Background: an optimization exercise with open tools, aiming at small area. Do not read the settings as production practice. Only simulation tests tie the RTL to the original design; equivalence was not proved. Power figures rest on the tool's default switching activity, not on a simulated workload.

$ cat design/flow/config.mk
export PLATFORM = sky130hd
export DESIGN_NAME = vga_status_overlay
export DESIGN_NICKNAME = vga_status_overlay
export VERILOG_FILES = /design/flow/design.v
export SDC_FILE = /design/flow/constraint.sdc
export NUM_CORES = 4
export LEC_CHECK = 0
export ABC_AREA = 1
export CAP_MARGIN = 20
export CORE_MARGIN = 2
export CORE_UTILIZATION = 40
export SLEW_MARGIN = 20
$ cat design/flow/constraint.sdc
create_clock -name core_clock -period 20.0 [get_ports {pix_clk}]
set_input_delay 4.0000 -clock core_clock [delete_from_list [all_inputs] [get_ports {pix_clk}]]
set_output_delay 4.0000 -clock core_clock [all_outputs]
set_load 0.01 [all_outputs]
$ cat design/flow/design.v
`timescale 1ns/1ps
module font8x8_basic (
    input  wire [7:0] char_code,    
    input  wire [2:0] row,          
    output reg  [7:0] row_bits      
);
    always @* begin
        row_bits = 8'b0000_0000;
        case (char_code)
            "0": begin
                case (row)
                    3'd1: row_bits = 8'b0011_1100;
                    3'd2: row_bits = 8'b0100_0010;
                    3'd3: row_bits = 8'b0100_0010;
                    3'd4: row_bits = 8'b0100_0010;
                    3'd5: row_bits = 8'b0100_0010;
                    3'd6: row_bits = 8'b0011_1100;
                    default: ;
                endcase
            end
            "1": begin
                case (row)
                    3'd1: row_bits = 8'b0001_1000;
                    3'd2: row_bits = 8'b0010_1000;
                    3'd3: row_bits = 8'b0000_1000;
                    3'd4: row_bits = 8'b0000_1000;
                    3'd5: row_bits = 8'b0000_1000;
                    3'd6: row_bits = 8'b0011_1110;
                    default: ;
                endcase
            end
            "2": begin
                case (row)
                    3'd1: row_bits = 8'b0011_1100;
                    3'd2: row_bits = 8'b0100_0010;
                    3'd3: row_bits = 8'b0000_0100;
                    3'd4: row_bits = 8'b0000_1000;
                    3'd5: row_bits = 8'b0001_0000;
                    3'd6: row_bits = 8'b0111_1110;
                    default: ;
                endcase
            end
            "3": begin
                case (row)
                    3'd1: row_bits = 8'b0011_1100;
                    3'd2: row_bits = 8'b0100_0010;
                    3'd3: row_bits = 8'b0000_1100;
                    3'd4: row_bits = 8'b0000_1100;
                    3'd5: row_bits = 8'b0100_0010;
                    3'd6: row_bits = 8'b0011_1100;
                    default: ;
                endcase
            end
            "5": begin
                case (row)
                    3'd1: row_bits = 8'b0111_1110;
                    3'd2: row_bits = 8'b0100_0000;
                    3'd3: row_bits = 8'b0111_1100;
                    3'd4: row_bits = 8'b0000_0010;
                    3'd5: row_bits = 8'b0100_0010;
                    3'd6: row_bits = 8'b0011_1100;
                    default: ;
                endcase
            end
            "6": begin
                case (row)
                    3'd1: row_bits = 8'b0011_1100;
                    3'd2: row_bits = 8'b0100_0000;
                    3'd3: row_bits = 8'b0111_1100;
                    3'd4: row_bits = 8'b0100_0010;
                    3'd5: row_bits = 8'b0100_0010;
                    3'd6: row_bits = 8'b0011_1100;
                    default: ;
                endcase
            end
            "7": begin
                case (row)
                    3'd1: row_bits = 8'b0111_1110;
                    3'd2: row_bits = 8'b0000_0010;
                    3'd3: row_bits = 8'b0000_0100;
                    3'd4: row_bits = 8'b0000_1000;
                    3'd5: row_bits = 8'b0001_0000;
                    3'd6: row_bits = 8'b0001_0000;
                    default: ;
                endcase
            end
            "8": begin
                case (row)
                    3'd1: row_bits = 8'b0011_1100;
                    3'd2: row_bits = 8'b0100_0010;
                    3'd3: row_bits = 8'b0011_1100;
                    3'd4: row_bits = 8'b0100_0010;
                    3'd5: row_bits = 8'b0100_0010;
                    3'd6: row_bits = 8'b0011_1100;
                    default: ;
                endcase
            end
            "9": begin
                case (row)
                    3'd1: row_bits = 8'b0011_1100;
                    3'd2: row_bits = 8'b0100_0010;
                    3'd3: row_bits = 8'b0100_0010;
                    3'd4: row_bits = 8'b0011_1110;
                    3'd5: row_bits = 8'b0000_0010;
                    3'd6: row_bits = 8'b0011_1100;
                    default: ;
                endcase
            end
            "T": begin
                case (row)
                    3'd1: row_bits = 8'b0111_1110;
                    3'd2: row_bits = 8'b0001_1000;
                    3'd3: row_bits = 8'b0001_1000;
                    3'd4: row_bits = 8'b0001_1000;
                    3'd5: row_bits = 8'b0001_1000;
                    3'd6: row_bits = 8'b0001_1000;
                    default: ;
                endcase
            end
            "E": begin
                case (row)
                    3'd1: row_bits = 8'b0111_1110;
                    3'd2: row_bits = 8'b0100_0000;
                    3'd3: row_bits = 8'b0111_1100;
                    3'd4: row_bits = 8'b0100_0000;
                    3'd5: row_bits = 8'b0100_0000;
                    3'd6: row_bits = 8'b0111_1110;
                    default: ;
                endcase
            end
            "M": begin
                case (row)
                    3'd1: row_bits = 8'b0100_0010;
                    3'd2: row_bits = 8'b0110_0110;
                    3'd3: row_bits = 8'b0101_1010;
                    3'd4: row_bits = 8'b0100_0010;
                    3'd5: row_bits = 8'b0100_0010;
                    3'd6: row_bits = 8'b0100_0010;
                    default: ;
                endcase
            end
            "P": begin
                case (row)
                    3'd1: row_bits = 8'b0111_1100;
                    3'd2: row_bits = 8'b0100_0010;
                    3'd3: row_bits = 8'b0111_1100;
                    3'd4: row_bits = 8'b0100_0000;
                    3'd5: row_bits = 8'b0100_0000;
                    3'd6: row_bits = 8'b0100_0000;
                    default: ;
                endcase
            end
            "A": begin
                case (row)
                    3'd1: row_bits = 8'b0011_1100;
                    3'd2: row_bits = 8'b0100_0010;
                    3'd3: row_bits = 8'b0100_0010;
                    3'd4: row_bits = 8'b0111_1110;
                    3'd5: row_bits = 8'b0100_0010;
                    3'd6: row_bits = 8'b0100_0010;
                    default: ;
                endcase
            end
            "N": begin
                case (row)
                    3'd1: row_bits = 8'b0100_0010;
                    3'd2: row_bits = 8'b0110_0010;
                    3'd3: row_bits = 8'b0101_0010;
                    3'd4: row_bits = 8'b0100_1010;
                    3'd5: row_bits = 8'b0100_0110;
                    3'd6: row_bits = 8'b0100_0010;
                    default: ;
                endcase
            end
            "I": begin
                case (row)
                    3'd1: row_bits = 8'b0011_1100;
                    3'd2: row_bits = 8'b0001_1000;
                    3'd3: row_bits = 8'b0001_1000;
                    3'd4: row_bits = 8'b0001_1000;
                    3'd5: row_bits = 8'b0001_1000;
                    3'd6: row_bits = 8'b0011_1100;
                    default: ;
                endcase
            end
            "R": begin
                case (row)
                    3'd1: row_bits = 8'b0111_1100;
                    3'd2: row_bits = 8'b0100_0010;
                    3'd3: row_bits = 8'b0111_1100;
                    3'd4: row_bits = 8'b0100_1000;
                    3'd5: row_bits = 8'b0100_0100;
                    3'd6: row_bits = 8'b0100_0010;
                    default: ;
                endcase
            end
            "F": begin
                case (row)
                    3'd1: row_bits = 8'b0111_1110;
                    3'd2: row_bits = 8'b0100_0000;
                    3'd3: row_bits = 8'b0111_1100;
                    3'd4: row_bits = 8'b0100_0000;
                    3'd5: row_bits = 8'b0100_0000;
                    3'd6: row_bits = 8'b0100_0000;
                    default: ;
                endcase
            end
            "O": begin
                case (row)
                    3'd1: row_bits = 8'b0011_1100;
                    3'd2: row_bits = 8'b0100_0010;
                    3'd3: row_bits = 8'b0100_0010;
                    3'd4: row_bits = 8'b0100_0010;
                    3'd5: row_bits = 8'b0100_0010;
                    3'd6: row_bits = 8'b0011_1100;
                    default: ;
                endcase
            end
            "S": begin
                case (row)
                    3'd1: row_bits = 8'b0011_1110;
                    3'd2: row_bits = 8'b0100_0000;
                    3'd3: row_bits = 8'b0011_1100;
                    3'd4: row_bits = 8'b0000_0010;
                    3'd5: row_bits = 8'b0000_0010;
                    3'd6: row_bits = 8'b0111_1100;
                    default: ;
                endcase
            end
            "V": begin
                case (row)
                    3'd1: row_bits = 8'b0100_0010;
                    3'd2: row_bits = 8'b0100_0010;
                    3'd3: row_bits = 8'b0100_0010;
                    3'd4: row_bits = 8'b0010_0100;
                    3'd5: row_bits = 8'b0010_0100;
                    3'd6: row_bits = 8'b0001_1000;
                    default: ;
                endcase
            end
            "Y": begin
                case (row)
                    3'd1: row_bits = 8'b0100_0010;
                    3'd2: row_bits = 8'b0010_0100;
                    3'd3: row_bits = 8'b0001_1000;
                    3'd4: row_bits = 8'b0001_1000;
                    3'd5: row_bits = 8'b0001_1000;
                    3'd6: row_bits = 8'b0001_1000;
                    default: ;
                endcase
            end
           "4": begin
                case (row)
                    3'd1: row_bits = 8'b0000_1100;
                    3'd2: row_bits = 8'b0001_0100;
                    3'd3: row_bits = 8'b0010_0100;
                    3'd4: row_bits = 8'b0111_1110;
                    3'd5: row_bits = 8'b0000_0100;
                    3'd6: row_bits = 8'b0000_0100;
                    default: ;
                endcase
            end
            " ": begin
            end
            default: begin
            end
        endcase
    end
endmodule
`timescale 1ns/1ps
module vga_char_glyph #(
    parameter integer CH_W = 8,
    parameter integer CH_H = 8
)(
    input  wire       clk_pix,
    input  wire       rst_pix,
    input  wire [9:0] hcount,        
    input  wire [9:0] vcount,
    input  wire       active_video,  
    input  wire [9:0] x0,            
    input  wire [9:0] y0,            
    input  wire [7:0] char_code,     
    output reg        pixel_on       
);
    wire in_box =
        active_video &&
        (hcount >= x0) && (hcount < x0 + CH_W) &&
        (vcount >= y0) && (vcount < y0 + CH_H);
    wire [9:0] rel_x = hcount - x0;
    wire [9:0] rel_y = vcount - y0;
    wire [2:0] col = rel_x[2:0];    
    wire [2:0] row = rel_y[2:0];    
    wire [7:0] row_bits;
    font8x8_basic u_font (
        .char_code(char_code),
        .row      (row),
        .row_bits (row_bits)
    );
    wire font_bit = row_bits[7 - col];
    always @(posedge clk_pix) begin
        if (rst_pix) begin
            pixel_on <= 1'b0;
        end else begin
            pixel_on <= in_box && font_bit;
        end
    end
endmodule
`timescale 1ns/1ps
module vga_status_overlay #(
    parameter signed [15:0] TEMP_Q15_COLD = 16'sd4096,
    parameter signed [15:0] TEMP_Q15_HOT  = 16'sd16384
)(
    input  wire        pix_clk,
    input  wire        rst,
    input  wire [9:0]  hcount,
    input  wire [9:0]  vcount,
    input  wire        active_video,
    input  wire        frame_tick,
    input  wire [11:0] rgb_bg,
    input  wire  signed [15:0] sample_q15,
    input  wire  signed [15:0] duty_q15,
    input  wire         fan_temp_on,
    input  wire         fan_manual_on,
    input  wire         fan_pir_on,
    input  wire         fan_on,
    input  wire [7:0]   uart_tx_byte,
    input  wire         uart_tx_vld,
    input  wire         byte_accepted,
    input  wire  signed [15:0] theta_q15,
    input  wire         pir_active,
    input  wire         pir_rise,
    input  wire  signed [15:0] enc_pos,
    input  wire                enc_step_pulse,
    input  wire                enc_dir,
    input  wire        sw_temp_en,
    input  wire        sw_manual_en,
    input  wire        sw_pir_en,
    output reg  [11:0] rgb_out
);
    wire [9:0] h = hcount;
    wire [9:0] v = vcount;
    reg rst_q, rst_qq;
    always @(posedge pix_clk) begin
        rst_q  <= rst;
        rst_qq <= rst_q;
    end
    wire s1_clr = rst_q | rst_qq;         
    wire ld     = frame_tick & ~rst;      
    wire ld_v   = ld & ~s1_clr;           
    reg [6:0]  st_s0, st_s1;       
    reg [15:0] smp_s0, smp_s1;
    reg [8:0]  dty_s0;             
    reg [7:0]  dty_s1;             
    reg [15:0] th_s0;
    reg [8:0]  th_s1;              
    reg        th_s1_neg;
    reg [7:0]  txb_s0, txb_s1;
    reg [4:0]  ev_s0, ev_s1;       
    reg        dir_s0, dir_s1;
    reg [15:0] enc_s0, enc_s1;
    reg [17:0] th_y;
    reg [8:0]  th_deg;
    reg        th_c, th_a;
    integer    tci;
    always @* begin
        th_c = 1'b0;
        for (tci = 0; tci < 18; tci = tci + 1) begin
            th_a = (tci >= 2 && tci < 17) ? th_s0[tci-2] : 1'b0;
            th_y[tci] = (tci < 15 ? th_s0[tci] : 1'b0) ^ th_a ^ th_c;
            th_c = ((tci < 15 ? th_s0[tci] : 1'b0) & th_a) |
                   (th_c & ((tci < 15 ? th_s0[tci] : 1'b0) ^ th_a));
        end
        th_c = 1'b0;
        for (tci = 3; tci < 12; tci = tci + 1)
            th_c = (th_y[tci] & th_y[tci-3]) | (th_c & (th_y[tci] ^ th_y[tci-3]));
        for (tci = 12; tci < 21; tci = tci + 1) begin
            th_a = (tci < 18) ? th_y[tci] : 1'b0;
            th_deg[tci-12] = th_a ^ th_y[tci-3] ^ th_c;
            th_c = (th_a & th_y[tci-3]) | (th_c & (th_a ^ th_y[tci-3]));
        end
    end
    always @(posedge pix_clk) begin
        st_s0  <= {fan_temp_on, fan_manual_on, fan_pir_on, fan_on,
                   sw_temp_en, sw_manual_en, sw_pir_en};
        st_s1  <= st_s0;
        smp_s0 <= sample_q15;
        smp_s1 <= smp_s0;
        dty_s0 <= duty_q15[15:7];
        dty_s1 <= dty_s0[8] ? 8'd0 : dty_s0[7:0];
        th_s0  <= theta_q15;
        th_s1  <= th_deg;
        th_s1_neg <= th_s0[15];
        txb_s0 <= uart_tx_byte;
        txb_s1 <= txb_s0;
        ev_s0  <= {uart_tx_vld, byte_accepted, pir_rise, enc_step_pulse, pir_active};
        ev_s1  <= ev_s0;
        dir_s0 <= enc_dir;
        dir_s1 <= dir_s0;
        enc_s1 <= enc_s0;
    end
    always @(posedge pix_clk)
        enc_s0 <= rst ? 16'd0 : enc_pos;
    wire [4:0] ev = ev_s1 & {5{~s1_clr}};    
    wire tx_vld_sync = ev[4];
    wire ba_sync     = ev[3];
    wire pir_rise_s1 = ev[2];
    wire enc_step_s1 = ev[1];
    wire pir_act_s1  = ev[0];
    reg [3:0] ev_prev;    
    always @(posedge pix_clk)
        ev_prev <= ev[4:1];
    wire tx_vld_rise = tx_vld_sync & ~ev_prev[3];
    wire ba_rise     = ba_sync     & ~ev_prev[2];
    wire pir_rise_px = pir_rise_s1 & ~ev_prev[1];
    wire enc_step_px = enc_step_s1 & ~ev_prev[0];
    reg [6:0] st_pix;
    reg [7:0] temp_code;       
    reg [7:0] temp_h;          
    reg [7:0] duty_pix;        
    reg [8:0] deg;             
    wire [15:0] smp = smp_s1;
    wire        smp_lo = smp[15] | (smp[15:12] == 4'd0) |
                         (smp[15:0] == 16'd4096);
    wire        smp_hi = (smp[15:14] != 2'b00);
    wire [13:0] t_delta = {smp[13] ~^ smp[12], ~smp[12], smp[11:0]};   
    reg  [8:0]  t_q128;
    reg         t_c, t_a;
    integer     tqi;
    always @* begin
        t_c = 1'b0;
        for (tqi = 2; tqi < 7; tqi = tqi + 1)
            t_c = (t_delta[tqi] & t_delta[tqi-2]) | (t_c & (t_delta[tqi] ^ t_delta[tqi-2]));
        for (tqi = 7; tqi < 16; tqi = tqi + 1) begin
            t_a = (tqi < 14) ? t_delta[tqi] : 1'b0;
            t_q128[tqi-7] = t_a ^ t_delta[tqi-2] ^ t_c;
            t_c = (t_a & t_delta[tqi-2]) | (t_c & (t_a ^ t_delta[tqi-2]));
        end
    end
    reg  [7:0]  t_div3;
    reg  [1:0]  t_rem;
    reg  [2:0]  t_x;
    integer     ti;
    always @* begin
        t_rem = 2'd0;
        t_div3 = 8'd0;
        for (ti = 8; ti >= 0; ti = ti - 1) begin
            t_x = {t_rem, t_q128[ti]};
            case (t_x)
                3'd0: begin t_rem = 2'd0; if (ti < 8) t_div3[ti] = 1'b0; end
                3'd1: begin t_rem = 2'd1; if (ti < 8) t_div3[ti] = 1'b0; end
                3'd2: begin t_rem = 2'd2; if (ti < 8) t_div3[ti] = 1'b0; end
                3'd3: begin t_rem = 2'd0; if (ti < 8) t_div3[ti] = 1'b1; end
                3'd4: begin t_rem = 2'd1; if (ti < 8) t_div3[ti] = 1'b1; end
                default: begin t_rem = 2'd2; if (ti < 8) t_div3[ti] = 1'b1; end
            endcase
        end
    end
    wire [7:0]  t_height = smp_lo ? 8'd0 : smp_hi ? 8'd159 : t_div3;
    always @(posedge pix_clk) begin
        if (rst) begin
            st_pix    <= 7'd0;
            temp_code <= 8'd0;
            temp_h    <= 8'd0;
            duty_pix  <= 8'd0;
            deg       <= 9'd0;
        end else if (frame_tick) begin
            st_pix    <= s1_clr ? 7'd0 : st_s1;
            temp_code <= s1_clr ? 8'd0 : smp[15:8];
            temp_h    <= s1_clr ? 8'd0 : t_height;
            duty_pix  <= s1_clr ? 8'd0 : dty_s1;
            deg       <= (s1_clr | th_s1_neg) ? 9'd0 : th_s1;
        end
    end
    wire fan_temp_pix   = st_pix[6];
    wire fan_manual_pix = st_pix[5];
    wire fan_pir_pix    = st_pix[4];
    wire fan_on_pix     = st_pix[3];
    wire sw_temp_pix    = st_pix[2];
    wire sw_manual_pix  = st_pix[1];
    wire sw_pir_pix     = st_pix[0];
    reg [7:0] rot_h;           
    reg       enc_chg_d1, enc_chg;
    reg       enc_dir_pix;
    wire [7:0] enc_mag = enc_s1[15] ? (~enc_s1[15:8] + {7'd0, enc_s1[7:0] == 8'd0})
                                    : enc_s1[15:8];
    always @(posedge pix_clk) begin
        rot_h       <= (rst | rst_q) ? 8'd10 : enc_mag + 8'd10;
        enc_dir_pix <= (rst | s1_clr) ? 1'b0 : dir_s1;
        enc_chg_d1  <= (rst | rst_q) ? 1'b0 : (enc_s0 != enc_s1);
        enc_chg     <= rst ? 1'b0 : enc_chg_d1;
    end
    reg [5:0] pir_cnt;  reg pir_nz;
    reg [5:0] rot_cnt;  reg rot_nz;
    reg [7:0] ul;        
    reg [15:0] ucount;
    reg [7:0]  uart_acc;
    localparam [7:0] UL_SEED = 8'h01;
    function [7:0] ul_step;    
        input [7:0] s;
        ul_step = {s[6:0], s[7] ^ s[5] ^ s[4] ^ s[3]};
    endfunction
    localparam [7:0] UL_LAST = 8'h80;    
    always @(posedge pix_clk) begin
        if (rst) begin
            pir_cnt <= 6'd0; pir_nz <= 1'b0;
            rot_cnt <= 6'd0; rot_nz <= 1'b0;
            ul      <= 8'd0;
            ucount  <= 16'd0;
            uart_acc <= 8'd0;
        end else begin
            if (pir_rise_px) begin
                pir_cnt <= 6'd63; pir_nz <= 1'b1;
            end else if (frame_tick && pir_nz)
                pir_cnt <= pir_cnt - 6'd1;
            if (enc_chg || enc_step_px) begin
                rot_cnt <= 6'd63; rot_nz <= 1'b1;
            end else if (frame_tick && rot_nz)
                rot_cnt <= rot_cnt - 6'd1;
            if (tx_vld_rise)
                ul <= UL_SEED;
            else if (frame_tick && ul != 8'd0)
                ul <= (ul == UL_LAST) ? 8'd0 : ul_step(ul);
            if (ba_rise) begin
                ucount   <= ucount + 16'd1;
                uart_acc <= txb_s1;
            end
        end
    end
    function [7:0] font8;
        input [4:0] c;
        input [2:0] r;
        begin
            case ({c, r})
                {5'd1, 3'd1}: font8 = 8'b00111100;  
                {5'd1, 3'd2}: font8 = 8'b01000010;  
                {5'd1, 3'd3}: font8 = 8'b01000010;  
                {5'd1, 3'd4}: font8 = 8'b01000010;  
                {5'd1, 3'd5}: font8 = 8'b01000010;  
                {5'd1, 3'd6}: font8 = 8'b00111100;  
                {5'd2, 3'd1}: font8 = 8'b01111110;  
                {5'd2, 3'd2}: font8 = 8'b01000000;  
                {5'd2, 3'd3}: font8 = 8'b01111100;  
                {5'd2, 3'd4}: font8 = 8'b00000010;  
                {5'd2, 3'd5}: font8 = 8'b01000010;  
                {5'd2, 3'd6}: font8 = 8'b00111100;  
                {5'd3, 3'd1}: font8 = 8'b00111100;  
                {5'd3, 3'd2}: font8 = 8'b01000000;  
                {5'd3, 3'd3}: font8 = 8'b01111100;  
                {5'd3, 3'd4}: font8 = 8'b01000010;  
                {5'd3, 3'd5}: font8 = 8'b01000010;  
                {5'd3, 3'd6}: font8 = 8'b00111100;  
                {5'd4, 3'd1}: font8 = 8'b01111110;  
                {5'd4, 3'd2}: font8 = 8'b00000010;  
                {5'd4, 3'd3}: font8 = 8'b00000100;  
                {5'd4, 3'd4}: font8 = 8'b00001000;  
                {5'd4, 3'd5}: font8 = 8'b00010000;  
                {5'd4, 3'd6}: font8 = 8'b00010000;  
                {5'd5, 3'd1}: font8 = 8'b00111100;  
                {5'd5, 3'd2}: font8 = 8'b01000010;  
                {5'd5, 3'd3}: font8 = 8'b01000010;  
                {5'd5, 3'd4}: font8 = 8'b00111110;  
                {5'd5, 3'd5}: font8 = 8'b00000010;  
                {5'd5, 3'd6}: font8 = 8'b00111100;  
                {5'd6, 3'd1}: font8 = 8'b00111100;  
                {5'd6, 3'd2}: font8 = 8'b01000010;  
                {5'd6, 3'd3}: font8 = 8'b01000010;  
                {5'd6, 3'd4}: font8 = 8'b01111110;  
                {5'd6, 3'd5}: font8 = 8'b01000010;  
                {5'd6, 3'd6}: font8 = 8'b01000010;  
                {5'd7, 3'd1}: font8 = 8'b01111110;  
                {5'd7, 3'd2}: font8 = 8'b01000000;  
                {5'd7, 3'd3}: font8 = 8'b01111100;  
                {5'd7, 3'd4}: font8 = 8'b01000000;  
                {5'd7, 3'd5}: font8 = 8'b01000000;  
                {5'd7, 3'd6}: font8 = 8'b01111110;  
                {5'd8, 3'd1}: font8 = 8'b01111110;  
                {5'd8, 3'd2}: font8 = 8'b01000000;  
                {5'd8, 3'd3}: font8 = 8'b01111100;  
                {5'd8, 3'd4}: font8 = 8'b01000000;  
                {5'd8, 3'd5}: font8 = 8'b01000000;  
                {5'd8, 3'd6}: font8 = 8'b01000000;  
                {5'd9, 3'd1}: font8 = 8'b00111100;  
                {5'd9, 3'd2}: font8 = 8'b00011000;  
                {5'd9, 3'd3}: font8 = 8'b00011000;  
                {5'd9, 3'd4}: font8 = 8'b00011000;  
                {5'd9, 3'd5}: font8 = 8'b00011000;  
                {5'd9, 3'd6}: font8 = 8'b00111100;  
                {5'd10, 3'd1}: font8 = 8'b01000010;  
                {5'd10, 3'd2}: font8 = 8'b01100110;  
                {5'd10, 3'd3}: font8 = 8'b01011010;  
                {5'd10, 3'd4}: font8 = 8'b01000010;  
                {5'd10, 3'd5}: font8 = 8'b01000010;  
                {5'd10, 3'd6}: font8 = 8'b01000010;  
                {5'd11, 3'd1}: font8 = 8'b01000010;  
                {5'd11, 3'd2}: font8 = 8'b01100010;  
                {5'd11, 3'd3}: font8 = 8'b01010010;  
                {5'd11, 3'd4}: font8 = 8'b01001010;  
                {5'd11, 3'd5}: font8 = 8'b01000110;  
                {5'd11, 3'd6}: font8 = 8'b01000010;  
                {5'd12, 3'd1}: font8 = 8'b00111100;  
                {5'd12, 3'd2}: font8 = 8'b01000010;  
                {5'd12, 3'd3}: font8 = 8'b01000010;  
                {5'd12, 3'd4}: font8 = 8'b01000010;  
                {5'd12, 3'd5}: font8 = 8'b01000010;  
                {5'd12, 3'd6}: font8 = 8'b00111100;  
                {5'd13, 3'd1}: font8 = 8'b01111100;  
                {5'd13, 3'd2}: font8 = 8'b01000010;  
                {5'd13, 3'd3}: font8 = 8'b01111100;  
                {5'd13, 3'd4}: font8 = 8'b01000000;  
                {5'd13, 3'd5}: font8 = 8'b01000000;  
                {5'd13, 3'd6}: font8 = 8'b01000000;  
                {5'd14, 3'd1}: font8 = 8'b01111100;  
                {5'd14, 3'd2}: font8 = 8'b01000010;  
                {5'd14, 3'd3}: font8 = 8'b01111100;  
                {5'd14, 3'd4}: font8 = 8'b01001000;  
                {5'd14, 3'd5}: font8 = 8'b01000100;  
                {5'd14, 3'd6}: font8 = 8'b01000010;  
                {5'd15, 3'd1}: font8 = 8'b00111110;  
                {5'd15, 3'd2}: font8 = 8'b01000000;  
                {5'd15, 3'd3}: font8 = 8'b00111100;  
                {5'd15, 3'd4}: font8 = 8'b00000010;  
                {5'd15, 3'd5}: font8 = 8'b00000010;  
                {5'd15, 3'd6}: font8 = 8'b01111100;  
                {5'd16, 3'd1}: font8 = 8'b01111110;  
                {5'd16, 3'd2}: font8 = 8'b00011000;  
                {5'd16, 3'd3}: font8 = 8'b00011000;  
                {5'd16, 3'd4}: font8 = 8'b00011000;  
                {5'd16, 3'd5}: font8 = 8'b00011000;  
                {5'd16, 3'd6}: font8 = 8'b00011000;  
                {5'd17, 3'd1}: font8 = 8'b01000010;  
                {5'd17, 3'd2}: font8 = 8'b01000010;  
                {5'd17, 3'd3}: font8 = 8'b01000010;  
                {5'd17, 3'd4}: font8 = 8'b00100100;  
                {5'd17, 3'd5}: font8 = 8'b00100100;  
                {5'd17, 3'd6}: font8 = 8'b00011000;  
                {5'd18, 3'd1}: font8 = 8'b01000010;  
                {5'd18, 3'd2}: font8 = 8'b00100100;  
                {5'd18, 3'd3}: font8 = 8'b00011000;  
                {5'd18, 3'd4}: font8 = 8'b00011000;  
                {5'd18, 3'd5}: font8 = 8'b00011000;  
                {5'd18, 3'd6}: font8 = 8'b00011000;  
                default: font8 = 8'd0;
            endcase
        end
    endfunction
    function [4:0] leg_char;
        input [7:0] q;
        case (q)
            8'd87: leg_char = 5'd16;
            8'd88: leg_char = 5'd16;
            8'd89: leg_char = 5'd12;
            8'd90: leg_char = 5'd12;
            8'd91: leg_char = 5'd8;
            8'd92: leg_char = 5'd8;
            8'd107: leg_char = 5'd16;
            8'd108: leg_char = 5'd16;
            8'd109: leg_char = 5'd10;
            8'd110: leg_char = 5'd10;
            8'd111: leg_char = 5'd13;
            8'd112: leg_char = 5'd13;
            8'd127: leg_char = 5'd15;
            8'd128: leg_char = 5'd15;
            8'd129: leg_char = 5'd14;
            8'd130: leg_char = 5'd14;
            8'd131: leg_char = 5'd17;
            8'd132: leg_char = 5'd17;
            8'd147: leg_char = 5'd15;
            8'd148: leg_char = 5'd15;
            8'd149: leg_char = 5'd18;
            8'd150: leg_char = 5'd18;
            8'd151: leg_char = 5'd15;
            8'd152: leg_char = 5'd15;
            default: leg_char = 5'd0;
        endcase
    endfunction
    function [4:0] fan_char;
        input [6:0] q;
        case (q)
            7'd41: fan_char = 5'd10;
            7'd42: fan_char = 5'd6;
            7'd43: fan_char = 5'd11;
            7'd51: fan_char = 5'd16;
            7'd52: fan_char = 5'd7;
            7'd53: fan_char = 5'd10;
            7'd54: fan_char = 5'd13;
            7'd61: fan_char = 5'd13;
            7'd62: fan_char = 5'd9;
            7'd63: fan_char = 5'd14;
            7'd71: fan_char = 5'd8;
            7'd72: fan_char = 5'd6;
            7'd73: fan_char = 5'd11;
            default: fan_char = 5'd0;
        endcase
    endfunction
    function [4:0] t60_char;
        input [6:0] q;
        case (q)
            7'd57: t60_char = 5'd3;
            7'd58: t60_char = 5'd1;
            7'd59: t60_char = 5'd8;
            default: t60_char = 5'd0;
        endcase
    endfunction
    function [4:0] t75_char;
        input [6:0] q;
        case (q)
            7'd57: t75_char = 5'd4;
            7'd58: t75_char = 5'd2;
            7'd59: t75_char = 5'd8;
            default: t75_char = 5'd0;
        endcase
    endfunction
    function [4:0] t90_char;
        input [6:0] q;
        case (q)
            7'd57: t90_char = 5'd5;
            7'd58: t90_char = 5'd1;
            7'd59: t90_char = 5'd8;
            default: t90_char = 5'd0;
        endcase
    endfunction
    function ge10;    
        input [9:0] a;
        input [9:0] b;
        integer i;
        reg r;
        begin
            r = 1'b1;
            for (i = 0; i < 10; i = i + 1)
                r = b[i] ? (a[i] & r) : (a[i] | r);
            ge10 = r;
        end
    endfunction
    function inr;     
        input [9:0] a;
        input [9:0] lo;
        input [9:0] hi;
        inr = ge10(a, lo) & ge10(hi, a);
    endfunction
    wire in_leg_txt = inr(v, 10'd20, 10'd27);
    wire in_fan_txt = inr(v, 10'd40, 10'd47);
    wire in_t60     = inr(v, 10'd432, 10'd439);
    wire in_t75     = inr(v, 10'd358, 10'd365);
    wire in_t90     = inr(v, 10'd285, 10'd292);
    wire [4:0] tch = (in_leg_txt ? leg_char(h[9:2]) : 5'd0) |
                     (in_fan_txt ? fan_char(h[9:3]) : 5'd0) |
                     (in_t60     ? t60_char(h[9:3]) : 5'd0) |
                     (in_t75     ? t75_char(h[9:3]) : 5'd0) |
                     (in_t90     ? t90_char(h[9:3]) : 5'd0);
    wire [2:0] trow = v[2:0] - (in_leg_txt ? 3'd4 : in_t75 ? 3'd6 : in_t90 ? 3'd5 : 3'd0);
    wire [2:0] tcol = {h[2] ^ in_leg_txt, h[1:0]};
    wire [7:0] tbits = font8(tch, trow);
    wire       tpix  = active_video & tbits[~tcol];
    reg text_q, tick_q;
    always @(posedge pix_clk) begin
        if (rst) begin
            text_q <= 1'b0;
            tick_q <= 1'b0;
        end else begin
            text_q <= tpix & (in_leg_txt | in_fan_txt);
            tick_q <= tpix & (in_t60 | in_t75 | in_t90);
        end
    end
    wire vb_td = inr(v, 10'd429, 10'd435);
    wire box_t = vb_td && inr(h, 10'd488, 10'd504);
    wire box_d = vb_td && inr(h, 10'd568, 10'd584);
    wire box_h = inr(v, 10'd132, 10'd138) && inr(h, 10'd328, 10'd344);
    wire box_u = inr(v, 10'd114, 10'd120) && inr(h, 10'd388, 10'd410);
    wire [6:0] pct = ge10({3'd0, duty_pix[7:1]}, 10'd101) ? 7'd100 : duty_pix[7:1];
    wire [8:0] dval = box_t ? {1'b0, temp_code} :
                      box_d ? {2'b00, pct} : deg;
    function [3:0] add3;
        input [3:0] x;
        case (x)
            4'd5: add3 = 4'd8;
            4'd6: add3 = 4'd9;
            4'd7: add3 = 4'd10;
            4'd8: add3 = 4'd11;
            4'd9: add3 = 4'd12;
            default: add3 = x;
        endcase
    endfunction
    reg [11:0] bcd;
    integer bi;
    always @* begin
        bcd = 12'd0;
        for (bi = 8; bi >= 0; bi = bi - 1) begin
            bcd = {add3(bcd[11:8]), add3(bcd[7:4]), add3(bcd[3:0])};
            bcd = {bcd[10:0], dval[bi]};
        end
    end
    wire [4:0] xw = h[4:0] - (box_u ? 5'd4 : box_d ? 5'd24 : 5'd8);
    reg [1:0] didx;
    reg [2:0] dcol;
    always @* begin
        case (xw)
            5'd0, 5'd1, 5'd2, 5'd3, 5'd4, 5'd5:       didx = 2'd0;
            5'd6, 5'd7, 5'd8, 5'd9, 5'd10, 5'd11:     didx = 2'd1;
            5'd12, 5'd13, 5'd14, 5'd15, 5'd16, 5'd17: didx = 2'd2;
            default:                                  didx = 2'd3;
        endcase
        case (xw)
            5'd0, 5'd6, 5'd12, 5'd18: dcol = 3'd0;
            5'd1, 5'd7, 5'd13, 5'd19: dcol = 3'd1;
            5'd2, 5'd8, 5'd14, 5'd20: dcol = 3'd2;
            5'd3, 5'd9, 5'd15, 5'd21: dcol = 3'd3;
            5'd4, 5'd10, 5'd16, 5'd22: dcol = 3'd4;
            default:                  dcol = 3'd5;
        endcase
    end
    wire [2:0] drow = v[2:0] - (box_u ? 3'd2 : box_h ? 3'd4 : 3'd5);
    reg [3:0] dsel;
    always @* begin
        if (box_u) begin
            case (didx)
                2'd0: dsel = ucount[15:12];
                2'd1: dsel = ucount[11:8];
                2'd2: dsel = ucount[7:4];
                default: dsel = ucount[3:0];
            endcase
        end else begin
            case (didx)
                2'd0: dsel = bcd[11:8];
                2'd1: dsel = bcd[7:4];
                default: dsel = bcd[3:0];
            endcase
        end
    end
    function [34:0] digit_5x7_bitmap;
        input [3:0] d;
        begin
            case (d)
                4'd0: digit_5x7_bitmap = 35'b01110_10001_10011_10101_11001_10001_01110;
                4'd1: digit_5x7_bitmap = 35'b00100_01100_00100_00100_00100_00100_01110;
                4'd2: digit_5x7_bitmap = 35'b01110_10001_00001_00010_00100_01000_11111;
                4'd3: digit_5x7_bitmap = 35'b01110_10001_00001_00110_00001_10001_01110;
                4'd4: digit_5x7_bitmap = 35'b00010_00110_01010_10010_11111_00010_00010;
                4'd5: digit_5x7_bitmap = 35'b11111_10000_11110_00001_00001_10001_01110;
                4'd6: digit_5x7_bitmap = 35'b00110_01000_10000_11110_10001_10001_01110;
                4'd7: digit_5x7_bitmap = 35'b11111_00001_00010_00100_01000_01000_01000;
                4'd8: digit_5x7_bitmap = 35'b01110_10001_10001_01110_10001_10001_01110;
                4'd9: digit_5x7_bitmap = 35'b01110_10001_10001_01111_00001_00010_01100;
                default: digit_5x7_bitmap = 35'd0;
            endcase
        end
    endfunction
    wire [34:0] dbits = digit_5x7_bitmap(dsel);
    reg  [4:0]  drow_bits;
    always @* begin
        case (drow)
            3'd0: drow_bits = dbits[34:30];
            3'd1: drow_bits = dbits[29:25];
            3'd2: drow_bits = dbits[24:20];
            3'd3: drow_bits = dbits[19:15];
            3'd4: drow_bits = dbits[14:10];
            3'd5: drow_bits = dbits[9:5];
            default: drow_bits = dbits[4:0];
        endcase
    end
    reg dpix;
    always @* begin
        case (dcol)
            3'd0: dpix = drow_bits[4];
            3'd1: dpix = drow_bits[3];
            3'd2: dpix = drow_bits[2];
            3'd3: dpix = drow_bits[1];
            3'd4: dpix = drow_bits[0];
            default: dpix = 1'b0;
        endcase
    end
    wire digit_on = (box_t | box_d | box_h | box_u) && dpix;
    wire in_col0 = inr(h, 10'd320, 10'd399);
    wire in_col1 = inr(h, 10'd400, 10'd479);
    wire in_col2 = inr(h, 10'd480, 10'd559);
    wire in_col3 = inr(h, 10'd560, 10'd639);
    wire in_legend = inr(v, 10'd16, 10'd27);
    wire in_fanrow = inr(v, 10'd32, 10'd63);
    wire in_statrow = inr(v, 10'd64, 10'd95);
    wire temp_cold = ~ge10({2'd0, temp_h}, 10'd53);
    wire temp_hot  = ge10({2'd0, temp_h}, 10'd106);
    wire [2:0] hp_hi = h[9:5] == 5'd15 ? 3'd0 : h[9:5] == 5'd16 ? 3'd1 :
                       h[9:5] == 5'd17 ? 3'd2 : h[9:5] == 5'd18 ? 3'd3 : 3'd4;
    wire in_pir = inr(v, 10'd96, 10'd127) && inr(h, 10'd480, 10'd639) &&
                  (pir_nz ? ge10({4'd0, pir_cnt}, {4'd0, hp_hi, h[4:2]}) : (h == 10'd480));
    wire in_ubits = inr(v, 10'd102, 10'd121) && inr(h, 10'd324, 10'd475);
    reg ubit;
    always @* begin
        if (ge10(10'd342, h)) ubit = uart_acc[7];
        else if (ge10(10'd361, h)) ubit = uart_acc[6];
        else if (ge10(10'd380, h)) ubit = uart_acc[5];
        else if (ge10(10'd399, h)) ubit = uart_acc[4];
        else if (ge10(10'd418, h)) ubit = uart_acc[3];
        else if (ge10(10'd437, h)) ubit = uart_acc[2];
        else if (ge10(10'd456, h)) ubit = uart_acc[1];
        else                   ubit = uart_acc[0];
    end
    wire segr1 = inr(v, 10'd196, 10'd205);
    wire segr2 = inr(v, 10'd206, 10'd215);
    wire segc0 = inr(h, 10'd584, 10'd591);
    wire segc1 = inr(h, 10'd595, 10'd602);
    wire segc2 = inr(h, 10'd606, 10'd613);
    wire segc3 = inr(h, 10'd617, 10'd624);
    wire in_seg = (segr1 | segr2) & (segc0 | segc1 | segc2 | segc3);
    wire [6:0] dp = duty_pix[7:1];
    wire [9:0] dpx = {3'd0, dp};
    wire seg_lit = segr1 ? (segc0 ? ge10(dpx, 10'd13) : segc1 ? ge10(dpx, 10'd25) :
                            segc2 ? ge10(dpx, 10'd38) : ge10(dpx, 10'd50))
                         : (segc0 ? ge10(dpx, 10'd63) : segc1 ? ge10(dpx, 10'd75) :
                            segc2 ? ge10(dpx, 10'd88) : ge10(dpx, 10'd100));
    reg [8:0] vu;
    reg       vu_b;
    integer   vui;
    always @* begin
        vu_b = 1'b0;
        for (vui = 0; vui < 9; vui = vui + 1) begin
            vu[vui] = v[vui] ^ vu_b ^ ((9'd440 >> vui) & 1'b1);
            vu_b = ((9'd440 >> vui) & 1'b1) ? (v[vui] & vu_b) : (v[vui] | vu_b);
        end
    end
    wire v_le440 = ge10(10'd440, v);
    wire in_tbar = inr(h, 10'd488, 10'd507) && v_le440 && ge10({2'd0, temp_h}, {1'b0, vu});
    wire in_dbar = inr(h, 10'd568, 10'd587) && v_le440 && ge10({2'd0, duty_pix}, {1'b0, vu});
    wire in_rbar = inr(h, 10'd624, 10'd639) && ge10(10'd430, v) && ge10({2'd0, rot_h}, {1'b0, vu});
    wire in_tick = inr(h, 10'd482, 10'd487) &&
                   ((v == 10'd435) || (v == 10'd436) || (v == 10'd361) ||
                    (v == 10'd362) || (v == 10'd288) || (v == 10'd289));
    wire cx_mid = inr(h, 10'd597, 10'd602);
    wire cy_mid = inr(v, 10'd141, 10'd146);
    wire comp_N = cx_mid && inr(v, 10'd133, 10'd138);
    wire comp_S = cx_mid && inr(v, 10'd149, 10'd154);
    wire comp_W = cy_mid && inr(h, 10'd589, 10'd594);
    wire comp_E = cy_mid && inr(h, 10'd605, 10'd610);
    wire comp_C = cx_mid && cy_mid;
    wire [9:0] degx = {1'b0, deg};
    wire d45 = ge10(degx, 10'd45), d135 = ge10(degx, 10'd135);
    wire d225 = ge10(degx, 10'd225), d315 = ge10(degx, 10'd315);
    wire dir_N = ~d45 | d315;
    wire dir_E = d45 & ~d135;
    wire dir_S = d135 & ~d225;
    wire dir_W = d225 & ~d315;
    wire [3:0] rl = rot_nz ? rot_cnt[5:2] : 4'd0;
    wire stat_sys_ok = fan_on_pix | pir_act_s1 | ba_sync;
    always @* begin
        if (!active_video)
            rgb_out = 12'h000;
        else if (text_q)
            rgb_out = 12'hFFF;
        else if (in_rbar)
            rgb_out = enc_dir_pix ? {1'b0, rl[3:1], rl, 4'h0} : {rl, 4'h0, 1'b0, rl[3:1]};
        else if ((comp_N && dir_N) || (comp_E && dir_E) || (comp_S && dir_S) || (comp_W && dir_W))
            rgb_out = 12'hFFF;
        else if (comp_N | comp_E | comp_S | comp_W | comp_C)
            rgb_out = 12'h888;
        else if (tick_q | in_tick)
            rgb_out = 12'hFFF;
        else if (digit_on)
            rgb_out = box_u ? 12'h0FF : 12'hFFF;
        else if (in_dbar)
            rgb_out = {4'h0, duty_pix[7:4], 4'h0};
        else if (in_tbar)
            rgb_out = temp_cold ? 12'h04F : temp_hot ? 12'hF00 : 12'h0F0;
        else if (in_seg)
            rgb_out = seg_lit ? 12'h0F0 : 12'h060;
        else if (in_ubits)
            rgb_out = ubit ? 12'h0FF : 12'h222;
        else if (in_pir)
            rgb_out = pir_act_s1 ? 12'h0F0 : 12'hFF0;
        else if (in_statrow && in_col0)
            rgb_out = (ul != 8'd0) ? 12'h0FF : 12'h222;
        else if (in_statrow && in_col1)
            rgb_out = temp_hot ? 12'hF00 : temp_cold ? 12'h00F : 12'h0F0;
        else if (in_statrow && in_col2)
            rgb_out = rot_nz ? 12'h0F0 : 12'h222;
        else if (in_statrow && in_col3)
            rgb_out = stat_sys_ok ? 12'hF0F : 12'h222;
        else if (in_fanrow && in_col0)
            rgb_out = !sw_manual_pix ? 12'h222 : fan_manual_pix ? 12'h04F : 12'h027;
        else if (in_fanrow && in_col1)
            rgb_out = !sw_temp_pix ? 12'h222 : fan_temp_pix ? 12'hF80 : 12'h630;
        else if (in_fanrow && in_col2)
            rgb_out = !sw_pir_pix ? 12'h222 : fan_pir_pix ? 12'h0F0 : 12'h050;
        else if (in_fanrow && in_col3)
            rgb_out = fan_on_pix ? 12'hFFF : 12'hF0F;
        else if (in_legend && in_col0)
            rgb_out = 12'h00F;
        else if (in_legend && in_col1)
            rgb_out = 12'h0F0;
        else if (in_legend && in_col2)
            rgb_out = 12'h0FF;
        else if (in_legend && in_col3)
            rgb_out = 12'hF0F;
        else
            rgb_out = rgb_bg;
    end
endmodule
$ cat design/flow/flow/run.sh
#!/bin/bash
# Layout flow: the standard ORFS flow (standard.sh) with three changes:
#  - synthesis maps with an area-oriented ABC script (dc2; dch -f; map -a).
#    Everything else in synthesis is the standard script, so the registers
#    and their names are those of the standard synthesis;
#  - plain buf_1 cells as port buffers (every input and output port still
#    gets its own buffer; repair_design resizes them where needed);
#  - clock tree synthesis with small clock buffers and no dummy loads.
# Each tool's full output goes to a log file in this folder (ORFS also keeps
# its per-step logs under orfs/logs).
set -euo pipefail
here=$(pwd)
rm -rf "$here/scripts_area"
cp -r "$FLOW_HOME/scripts" "$here/scripts_area"
printf 'strash\ndc2\ndch -f\nmap -a\ntopo\nstime -c\n' > "$here/scripts_area/abc_area.script"
cp "$here/scripts_area/abc_area.script" "$here/scripts_area/abc_speed.script"
SCRIPTS_DIR="$here/scripts_area" bash standard.sh synth > flow_synth.log 2>&1
export BUFFER_PORTS_ARGS="-buffer_cell sky130_fd_sc_hd__buf_1"
export CTS_ARGS="-sink_clustering_enable -repair_clock_nets -dont_use_dummy_load -buf_list sky130_fd_sc_hd__clkbuf_8 -sink_clustering_size 12 -sink_clustering_max_diameter 60"
bash standard.sh > flow_layout.log 2>&1
$ cat design/flow/standard.sh
#!/bin/bash
# synth_recipe.tcl (not shown) runs the flow's synth.tcl, then flattens the netlist and writes it again
# the make line also repeats each setting of config.mk as NAME=value (left out here)
make -C /OpenROAD-flow-scripts/flow DESIGN_CONFIG=/design/flow/config.mk WORK_HOME=/design/flow/orfs CLKGATE_MAP_FILE= SYNTH_SCRIPT=/design/flow/synth_recipe.tcl "${@:-finish}"
==> out/metrics.yaml, run 1 <==
critical_path_class: "in -> out"
clk_pin_slew_worst_paths_ns: 0.05
holdBufCountCts: 0
p_per_area_mw_per_mm2: 67.3
ys_seq_area_frac: 0.346
synth_top_family_by_area: "compound AO/OA/AOI/OAI gates"
cp_data_arrival_time_ns: 14.31
grt_pass1_vias: 13500
grt_first_pass_wirelength_um: 68100
rsz0062_at_grt: "false"
antenna_found_initial: 1
tns_ns: 0
synth_nets: 2306
final.setup_skew_ns: 0.0465
critPathMaxFanout: 14
dr.pass1.iters: 8
synthSimpleGateAreaFrac: 0.220
yosysTopAreaCellShare: 0.346
drt_iter0_markers: 1006
synth_edf_count: 0
async_flop_share: 0
grt_overflow: 0
synth.top_cells.by_area: "dfxtp_1 35%, clkinv_1 9.8%, nor2_1 9.2%"
area_delta_synth_final_pct: 10.1
regArea_sq_mm: 0.00508
core.rowCount: 70
synth_xor_area_frac: 0.0143
totalWireLength_um: 42100
ys.flop_type: "dfxtp_1"
n_fill_cell: 3810
cts_root_buf: "clkbuf_8"
max_cap_violations: 0
fin_ws_ns: 1.69
drive_gt1_frac: 0.0280
irDropWorstVdd_uv: 64.9
place_ws_ns: 2.02
synth_mux_area_frac: 0.000766
numCtsBuffers: 27
cp_slowest_cell: "clkinv_1"
synth_most_common_cell: "clkinv_1"
worstMarginPinSlew_ns: 1.03
cts_tree: "built"
die-area_sq_mm: 0.0383
path_common_cell: "nor2_1"
gp_congestion: 0.970
setup_viol: 0
finalHoldViolCount: 0
ys_warn_count: 1
synthTopCellsByCount: "385 x clkinv_1, 359 x nor2_1, 254 x dfxtp_1, 231 x nand2_1, 186 x a21oi_1"
insertion_delay_ns: 0.57
coreArea_sq_mm: 0.0363
r2r_end: "th_s1[7]$_DFF_P_"
crit_required_ns: 16.00
vias_per_cell: 5.30
via_count: 14400
die_h_um: 196
cpPeakStageDelay_ns: 0.53
cts_setup_buffers: 0
ys_seq_elements: 254
min_period_ns: 18.31
ant_nets: 0
status: "no timing/DRC/antenna violations"
synth_top_area_cell: "dfxtp_1"
die_x_um: 196
final_max_slew_viol_count: 0
num_antenna_cells: 0
post-route-period-util: 0.915
initial_utilization: 0.404
p_leak_uw: 0.00598
synth_cell_types: 48
detailed_place_hpwl_um: 34200
grt.total_usage: 0.218
synth-compound-area-share: 0.227
r2r_slack_ns: 12.43
drc: 0
multiInputGateArea_sq_mm: 0.00817
io_pins: 133
port_buffers: 125
grt_max_degree: 55
r2r_start: "th_s0[2]$_DFF_P_"
setup.worst_path.start_class: "input pin"
hp-class: "reg -> reg"
cts-resized-gates: 0
clock_path_buffers: 3
synthesis.instances: 2092
slew_headroom: 0.305
clock-sinks: 254
syn_area_per_cell_sq_um: 7.02
min_to: "smp_s1[5]$_DFF_P_"
ctsHtreeMaxLevel: 1
nets: 2467
synth-adder-area-share: 0.0940
holdPathStages: 0
wire_per_inst_um: 15.5
rr_worst_depth: 25
syn_area_sq_mm: 0.0147
hp-start: "smp_s0[5]$_DFF_P_"
end_kind: "primary output"
max_clock_freq_mhz: 54.6
## how the worst max path moves through the flow
| stage | slack, ns | endpoint | cells past startpoint | startpoint |
|---|---|---|---|---|
| after global routing | 0.44 | rgb_out[9] | 47 | hcount[7] |
| final | 1.69 | rgb_out[9] | 43 | hcount[6] |
| after global placement | 2.02 | rgb_out[9] | 45 | hcount[6] |
| after CTS | 2.01 | rgb_out[9] | 43 | hcount[5] |
| after floorplan | 5.04 | rgb_out[9] | 53 | vcount[0] |
| after detailed placement | 2.02 | rgb_out[9] | 43 | hcount[5] |
## area by class of cell
| cell class | count | area share |
|---|---|---|
| multi-input cells | 1453 | 0.505 |
| repair buffers | 132 | 0.0323 |
| clock buffers | 27 | 0.0230 |
| flip-flops and latches | 254 | 0.314 |
| inverters | 385 | 0.0893 |
| well taps | 468 | 0.0362 |
## power breakdown
group	switching [uW]	total, uW	internal, uW
combinational	165	254	88.5
sequential	19.2	560	541
clock	156	275	119
## stage by stage
| step | utilization | cell area [sq um] | instances | total power (uW) | hold WS [ns] |
|---|---|---|---|---|---|
| after CTS | 0.445 | 16200 | 2719 | 1100 | 0.327 |
| final | 0.445 | 16200 | 2719 | 1090 | 0.324 |
| after global placement | 0.435 | 15800 | 2692 | 820 | 0.311 |
| after floorplan | - | 14700 | 2092 | 748 | 0.310 |
| after global routing | 0.445 | 16200 | 2719 | 1170 | 0.337 |
| after detailed placement | 0.435 | 15800 | 2692 | 825 | 0.313 |
## per-layer routing
layer	routed length (um)	GRT usage
met2	19800	0.378
met1	18800	0.287
met4	980	0.0589
met5	9	0
met3	2480	0.0268
## critical path: cells and delay by family
family | cells | cell delay [ns]
and+or+nand+nor | 18 | 4.20
AOI/OAI and AO/OA | 15 | 3.35
buffers and inverters | 10 | 2.73
## placed cells by master (no fill, tap or decap), types with 7 or more instances in the layout
cell,Yosys,routed
nor3_1,61,61
dfxtp_1,254,254
o211ai_1,16,16
nand4_1,16,16
or2_2,11,11
nor4_1,15,14
a221oi_1,7,7
buf_1,0,124
a31oi_1,41,41
clkinv_1,385,385
fa_1,29,29
ha_1,64,64
buf_4,0,7
nand3_1,69,69
o22ai_1,21,21
nor2_1,359,359
o31ai_1,7,7
a21oi_1,186,186
nand2_1,231,231
a211oi_1,9,9
o221ai_1,11,11
o21ai_0,167,167
xor2_1,19,19
a22oi_1,49,49
clkbuf_8,0,27
## sequential cells by signal (all words and copies together) (netlist names), 9 cells and up
name and cells:
th_s0 16, enc_s1 16, th_s1 9, smp_s0 16, enc_s0 16, ucount 16, dty_s0 9, smp_s1 16
deg 9
## kinds of logic (layout without fill, tap and decap cells)
logic type,count (synthesis),in the layout
mux,1,1
simple gates,775,775
flops,254,254
buf+inv,385,544
fa+ha+maj,93,93
compound gates,560,560
xor+xnor,24,24
==> run 2, diff against run 1 <==
--- a/design/flow/design.v
+++ b/design/flow/design.v
@@ -352,4 +352,5 @@
     reg [8:0]  dty_s0;             
     reg [7:0]  dty_s1;             
+    reg        dty_s1_neg;
     reg [15:0] th_s0;
     reg [8:0]  th_s1;              
@@ -387,5 +388,6 @@
         smp_s1 <= smp_s0;
         dty_s0 <= duty_q15[15:7];
-        dty_s1 <= dty_s0[8] ? 8'd0 : dty_s0[7:0];
+        dty_s1 <= dty_s0[7:0];
+        dty_s1_neg <= dty_s0[8];
         th_s0  <= theta_q15;
         th_s1  <= th_deg;
@@ -397,8 +399,7 @@
         dir_s0 <= enc_dir;
         dir_s1 <= dir_s0;
+        enc_s0 <= enc_pos;
         enc_s1 <= enc_s0;
     end
-    always @(posedge pix_clk)
-        enc_s0 <= rst ? 16'd0 : enc_pos;
     wire [4:0] ev = ev_s1 & {5{~s1_clr}};    
     wire tx_vld_sync = ev[4];
@@ -468,5 +469,5 @@
             temp_code <= s1_clr ? 8'd0 : smp[15:8];
             temp_h    <= s1_clr ? 8'd0 : t_height;
-            duty_pix  <= s1_clr ? 8'd0 : dty_s1;
+            duty_pix  <= (s1_clr | dty_s1_neg) ? 8'd0 : dty_s1;
             deg       <= (s1_clr | th_s1_neg) ? 9'd0 : th_s1;
         end
@@ -482,10 +483,20 @@
     reg       enc_chg_d1, enc_chg;
     reg       enc_dir_pix;
-    wire [7:0] enc_mag = enc_s1[15] ? (~enc_s1[15:8] + {7'd0, enc_s1[7:0] == 8'd0})
-                                    : enc_s1[15:8];
+    reg [7:0] enc_h10;
+    reg       enc_c, enc_a;
+    integer   ei;
+    always @* begin
+        enc_c = enc_s1[15] & (enc_s1[7:0] == 8'd0);
+        for (ei = 0; ei < 8; ei = ei + 1) begin
+            enc_a = enc_s1[8+ei] ^ enc_s1[15];
+            enc_h10[ei] = enc_a ^ enc_c ^ ((8'd10 >> ei) & 1'b1);
+            enc_c = ((8'd10 >> ei) & 1'b1) ? (enc_a | enc_c) : (enc_a & enc_c);
+        end
+    end
     always @(posedge pix_clk) begin
-        rot_h       <= (rst | rst_q) ? 8'd10 : enc_mag + 8'd10;
+        rot_h       <= (rst | s1_clr) ? 8'd10 : enc_h10;
         enc_dir_pix <= (rst | s1_clr) ? 1'b0 : dir_s1;
-        enc_chg_d1  <= (rst | rst_q) ? 1'b0 : (enc_s0 != enc_s1);
+        enc_chg_d1  <= (rst | rst_q) ? 1'b0 :
+                       rst_qq ? (enc_s0 != 16'd0) : (enc_s0 != enc_s1);
         enc_chg     <= rst ? 1'b0 : enc_chg_d1;
     end
==> design/flow/flow/run.sh (replaced) <==
#!/bin/bash
# Layout flow: the standard ORFS flow (standard.sh) with these changes:
#  - synthesis: no adder/half-adder cell extraction (ADDER_MAP_FILE empty),
#    and an area-oriented ABC mapping script (five rounds of
#    dc2; &dch -f; &nf -a). The rest of synthesis is the standard script
#    (synth_recipe.tcl), so the registers and their names are those of the
#    standard synthesis;
#  - plain buf_1 cells as port buffers (every input and output port still
#    gets its own buffer; repair_design resizes them where needed);
#  - clock tree synthesis with clkbuf_8 cells, small clusters and no dummy
#    loads.
# Each tool's full output goes to a log file in this folder (ORFS also keeps
# its per-step logs under orfs/logs).
set -euo pipefail
here=$(pwd)
rm -rf "$here/scripts_area"
cp -r "$FLOW_HOME/scripts" "$here/scripts_area"
round='strash\ndc2\n&get -n\n&st\n&dch -f\n&nf -R 1000 -a\n&put\n'
printf "${round}${round}${round}${round}${round}topo\nstime -c\n" > "$here/scripts_area/abc_area.script"
cp "$here/scripts_area/abc_area.script" "$here/scripts_area/abc_speed.script"
SCRIPTS_DIR="$here/scripts_area" ADDER_MAP_FILE= bash standard.sh synth > flow_synth.log 2>&1
export BUFFER_PORTS_ARGS="-buffer_cell sky130_fd_sc_hd__buf_1"
export CTS_ARGS="-sink_clustering_enable -repair_clock_nets -dont_use_dummy_load -buf_list sky130_fd_sc_hd__clkbuf_8 -sink_clustering_size 12 -sink_clustering_max_diameter 60"
bash standard.sh > flow_layout.log 2>&1
--- a/design/flow/config.mk
+++ b/design/flow/config.mk
@@ -9,4 +9,4 @@
 export CAP_MARGIN = 20
 export CORE_MARGIN = 2
-export CORE_UTILIZATION = 40
+export CORE_UTILIZATION = 30
 export SLEW_MARGIN = 20
==> out/metrics.yaml, run 2 <==
numCtsBuffers: 27  # unchanged
clock-sinks: 255  # was 254
synth_top_area_cell: "dfxtp_1"  # unchanged
rsz0062_at_grt: "false"  # unchanged
coreArea_sq_mm: 0.0440  # was 0.0363 sq mm
cts_root_buf: "clkbuf_8"  # unchanged
tns_ns: 0  # unchanged
cts_setup_buffers: 0  # unchanged
cpPeakStageDelay_ns: 0.73  # was 0.53 ns
ant_nets: 0  # unchanged
grt_pass1_vias: 13000  # was 13500
synth.top_cells.by_area: "dfxtp_1 38%, nand2_1 7.0%, nor2_1 6.5%"  # was dfxtp_1 35%, clkinv_1 9.8%, nor2_1 9.2%
cts-resized-gates: 0  # unchanged
grt_first_pass_wirelength_um: 67500  # was 68100 um
holdBufCountCts: 0  # unchanged
insertion_delay_ns: 0.58  # was 0.57 ns
die_x_um: 215  # was 196 um
port_buffers: 125  # unchanged
worstMarginPinSlew_ns: 1.00  # was 1.03 ns
setup_viol: 0  # unchanged
ys_seq_elements: 255  # was 254
io_pins: 133  # unchanged
ctsHtreeMaxLevel: 1  # unchanged
max_cap_violations: 0  # unchanged
area_delta_synth_final_pct: 13.5  # was 10.1%
gp_congestion: 0.953  # was 0.970
setup.worst_path.start_class: "input pin"  # unchanged
dr.pass1.iters: 6  # was 8
irDropWorstVdd_uv: 70.7  # was 64.9 uV
critPathMaxFanout: 18  # was 14
utilization: 0.344  # was 0.445
antenna_found_initial: 0  # was 1
nets: 2051  # was 2467
synthesis.instances: 1751  # was 2092
ys_seq_area_frac: 0.382  # was 0.346
vias_per_cell: 5.48  # was 5.30
synth_cell_types: 62  # was 48
mostFrequentLayoutCells: "255 x dfxtp_1, 248 x nand2_1, 232 x nor2_1"  # was 385 x clkinv_1, 359 x nor2_1, 254 x dfxtp_1
final_max_slew_viol_count: 0  # unchanged
synth_nets: 1872  # was 2306
via_count: 13800  # was 14400
finalHoldViolCount: 0  # unchanged
final_common_cell: "dfxtp_1"  # was clkinv_1
die_h_um: 215  # was 196 um
die-area_sq_mm: 0.0462  # was 0.0383 sq mm
post-route-period-util: 0.884  # was 0.915
grt_max_degree: 62  # was 55
totalWireLength_um: 42300  # was 42100 um
slew_headroom: 0.329  # was 0.305
ys_warn_count: 1  # unchanged
clock_path_buffers: 3  # unchanged
async_flop_share: 0  # unchanged
cp_data_arrival_time_ns: 13.68  # was 14.31 ns
syn_area_sq_mm: 0.0133  # was 0.0147 sq mm
p_per_area_mw_per_mm2: 69.5  # was 67.3 mW/mm^2
critical_path_class: "in -> out"  # unchanged
hp-class: "reg -> reg"  # unchanged
drt_iter0_markers: 1451  # was 1006
cts_tree: "built"  # unchanged
status: "no timing/DRC/antenna violations"  # unchanged
num_antenna_cells: 0  # unchanged
end_kind: "primary output"  # unchanged
syn_area_per_cell_sq_um: 7.62  # was 7.02 sq um
clk_pin_slew_worst_paths_ns: 0.08  # was 0.05 ns
wire_per_inst_um: 16.8  # was 15.5 um
synth_most_common_cell: "dfxtp_1"  # was clkinv_1
grt_overflow: 0  # unchanged
min_period_ns: 17.68  # was 18.31 ns
yosysTopAreaCellShare: 0.382  # was 0.346
drive_gt1_frac: 0.0301  # was 0.0280
synthTopCellsByCount: "255 x dfxtp_1, 248 x nand2_1, 232 x nor2_1, 167 x a21oi_1, 137 x o21ai_0"  # was 385 x clkinv_1, 359 x nor2_1, 254 x dfxtp_1, 231 x nand2_1, 186 x a21oi_1
path_common_cell: "nand2_1"  # was nor2_1
max_clock_freq_mhz: 56.6  # was 54.6 MHz
cp_slowest_cell: "a2111oi_0"  # was clkinv_1
p_leak_uw: 0.00542  # was 0.00598 uW
synth_edf_count: 0  # unchanged
drc: 0  # unchanged
ys.flop_type: "dfxtp_1"  # unchanged
initial_utilization: 0.303  # was 0.404
crit_required_ns: 16.00  # about the same
core.rowCount: 77  # was 70
grt.total_usage: 0.177  # was 0.218
detailed_place_hpwl_um: 32800  # was 34200 um
final.setup_skew_ns: 0.0344  # was 0.0465 ns
==> run 2: cell types whose count changed after synthesis, sizes merged, moves of 29 or more <==
| cell | previous run | this run |
|---|---|---|
| clkinv | 385 | 50 |
| nor2 | 359 | 232 |
| fa | 29 | 0 |
| and2 | 0 | 30 |
| o21ai | 167 | 137 |
| ha | 64 | 0 |
| xnor2 | 5 | 45 |
==> run 2: path summary, 6_finish.rpt <==
check / from / end / slack, ns / cells past startpoint
setup reg to reg: th_s0[2]$_DFF_P_ / th_s1[7]$_DFF_P_ / 13.27 / 30
setup / recovery: vcount[1] / rgb_out[11] / 2.32 / 46
hold reg to reg: ev_s0[1]$_DFF_P_ / ev_s1[1]$_DFF_P_ / 0.31 / 0
hold / removal: ev_s0[1]$_DFF_P_ / ev_s1[1]$_DFF_P_ / 0.31 / 0
==> run 2: cells by family (layout without fill, tap and decap cells) <==
group | Yosys count | in the layout | share of synthesized area
buffers and inverters | 50 | 227 | 0.0141
multiplexers | 13 | 13 | 0.00994
AO/OA/AOI/OAI | 565 | 565 | 0.265
AND/OR/NAND/NOR | 771 | 771 | 0.263
XOR/XNOR | 78 | 78 | 0.0512
adder cells (fa/ha/maj) | 19 | 19 | 0.0142
flip-flops | 255 | 255 | 0.382
==> run 2: per-layer routing <==
| metal | global-route usage | wire [um] | up-vias |
|---|---|---|---|
| li1 | - | - | 6758 |
| met1 | 0.236 | 19100 | 6461 |
| met2 | 0.289 | 18800 | 483 |
| met3 | 0.0219 | 2660 | 101 |
| met4 | 0.0752 | 1730 | 0 |
| met5 | 0 | 0 | - |
==> run 2: through the flow <==
stage / instances / setup WS (ns) / hold slack, ns / instance area (sq um) / total power (uW)
after floorplan: 1751 / 4.38 / 0.310 / 13300 / 712
after global placement: 2493 / 2.86 / 0.310 / 14800 / 779
after detailed placement: 2493 / 2.78 / 0.312 / 14800 / 782
after CTS: 2520 / 2.70 / 0.314 / 15100 / 1070
after global routing: 2520 / 1.52 / 0.322 / 15100 / 1120
final: 2520 / 2.32 / 0.311 / 15100 / 1050
==> run 2: power by group <==
| part | internal [uW] | total, uW | switching (uW) |
|---|---|---|---|
| clock network | 119 | 279 | 160 |
| logic | 82.4 | 215 | 133 |
| registers | 538 | 558 | 20.4 |
==> run 2: critical path, delay by kind of cell <==
kind	cells	cell delay, ns
compound gates	16	4.41
simple gates	24	4.05
mux	1	0.13
buf+inv	5	1.09
==> run 2: final cells by class <==
| class | instances | area (sq um) |
|---|---|---|
| Tap cell | 592 | 741 |
| Multi-Input combinational cell | 1446 | 8080 |
| Clock buffer | 27 | 372 |
| Timing Repair Buffer | 150 | 658 |
| Inverter | 50 | 188 |
| Fill cell | 4730 | 28900 |
| Sequential cell | 255 | 5100 |

## static timing again, ports no longer ideal
Ports are ideal in the flow. The routed layouts listed here were re-timed in OpenROAD.
Step 1: set_driving_cell puts a clkbuf_16 on pix_clk and a buf_2 on each other input, an assumption about the parent block.
Step 2 also shifts input and output timing later by t, the mid clock arrival at the registers, as if the neighbouring blocks saw the same clock.
a / b / c = no drivers / after step 1 / after step 2; a / b = the first two.
run	shift t [ns]	setup WS [ns]	worst setup path at the end	clock arrival spread, ns
run 1	0.593	1.691 / 1.665 / 1.665	input to output	0.047 / 0.047
run 2	0.617	2.323 / 2.291 / 2.291	input to output	0.040 / 0.040
After both steps every run listed still meets setup and hold. The setup slack of run 2, which loses most, moves by -0.032 ns with the drivers and by -0.032 ns with both steps.
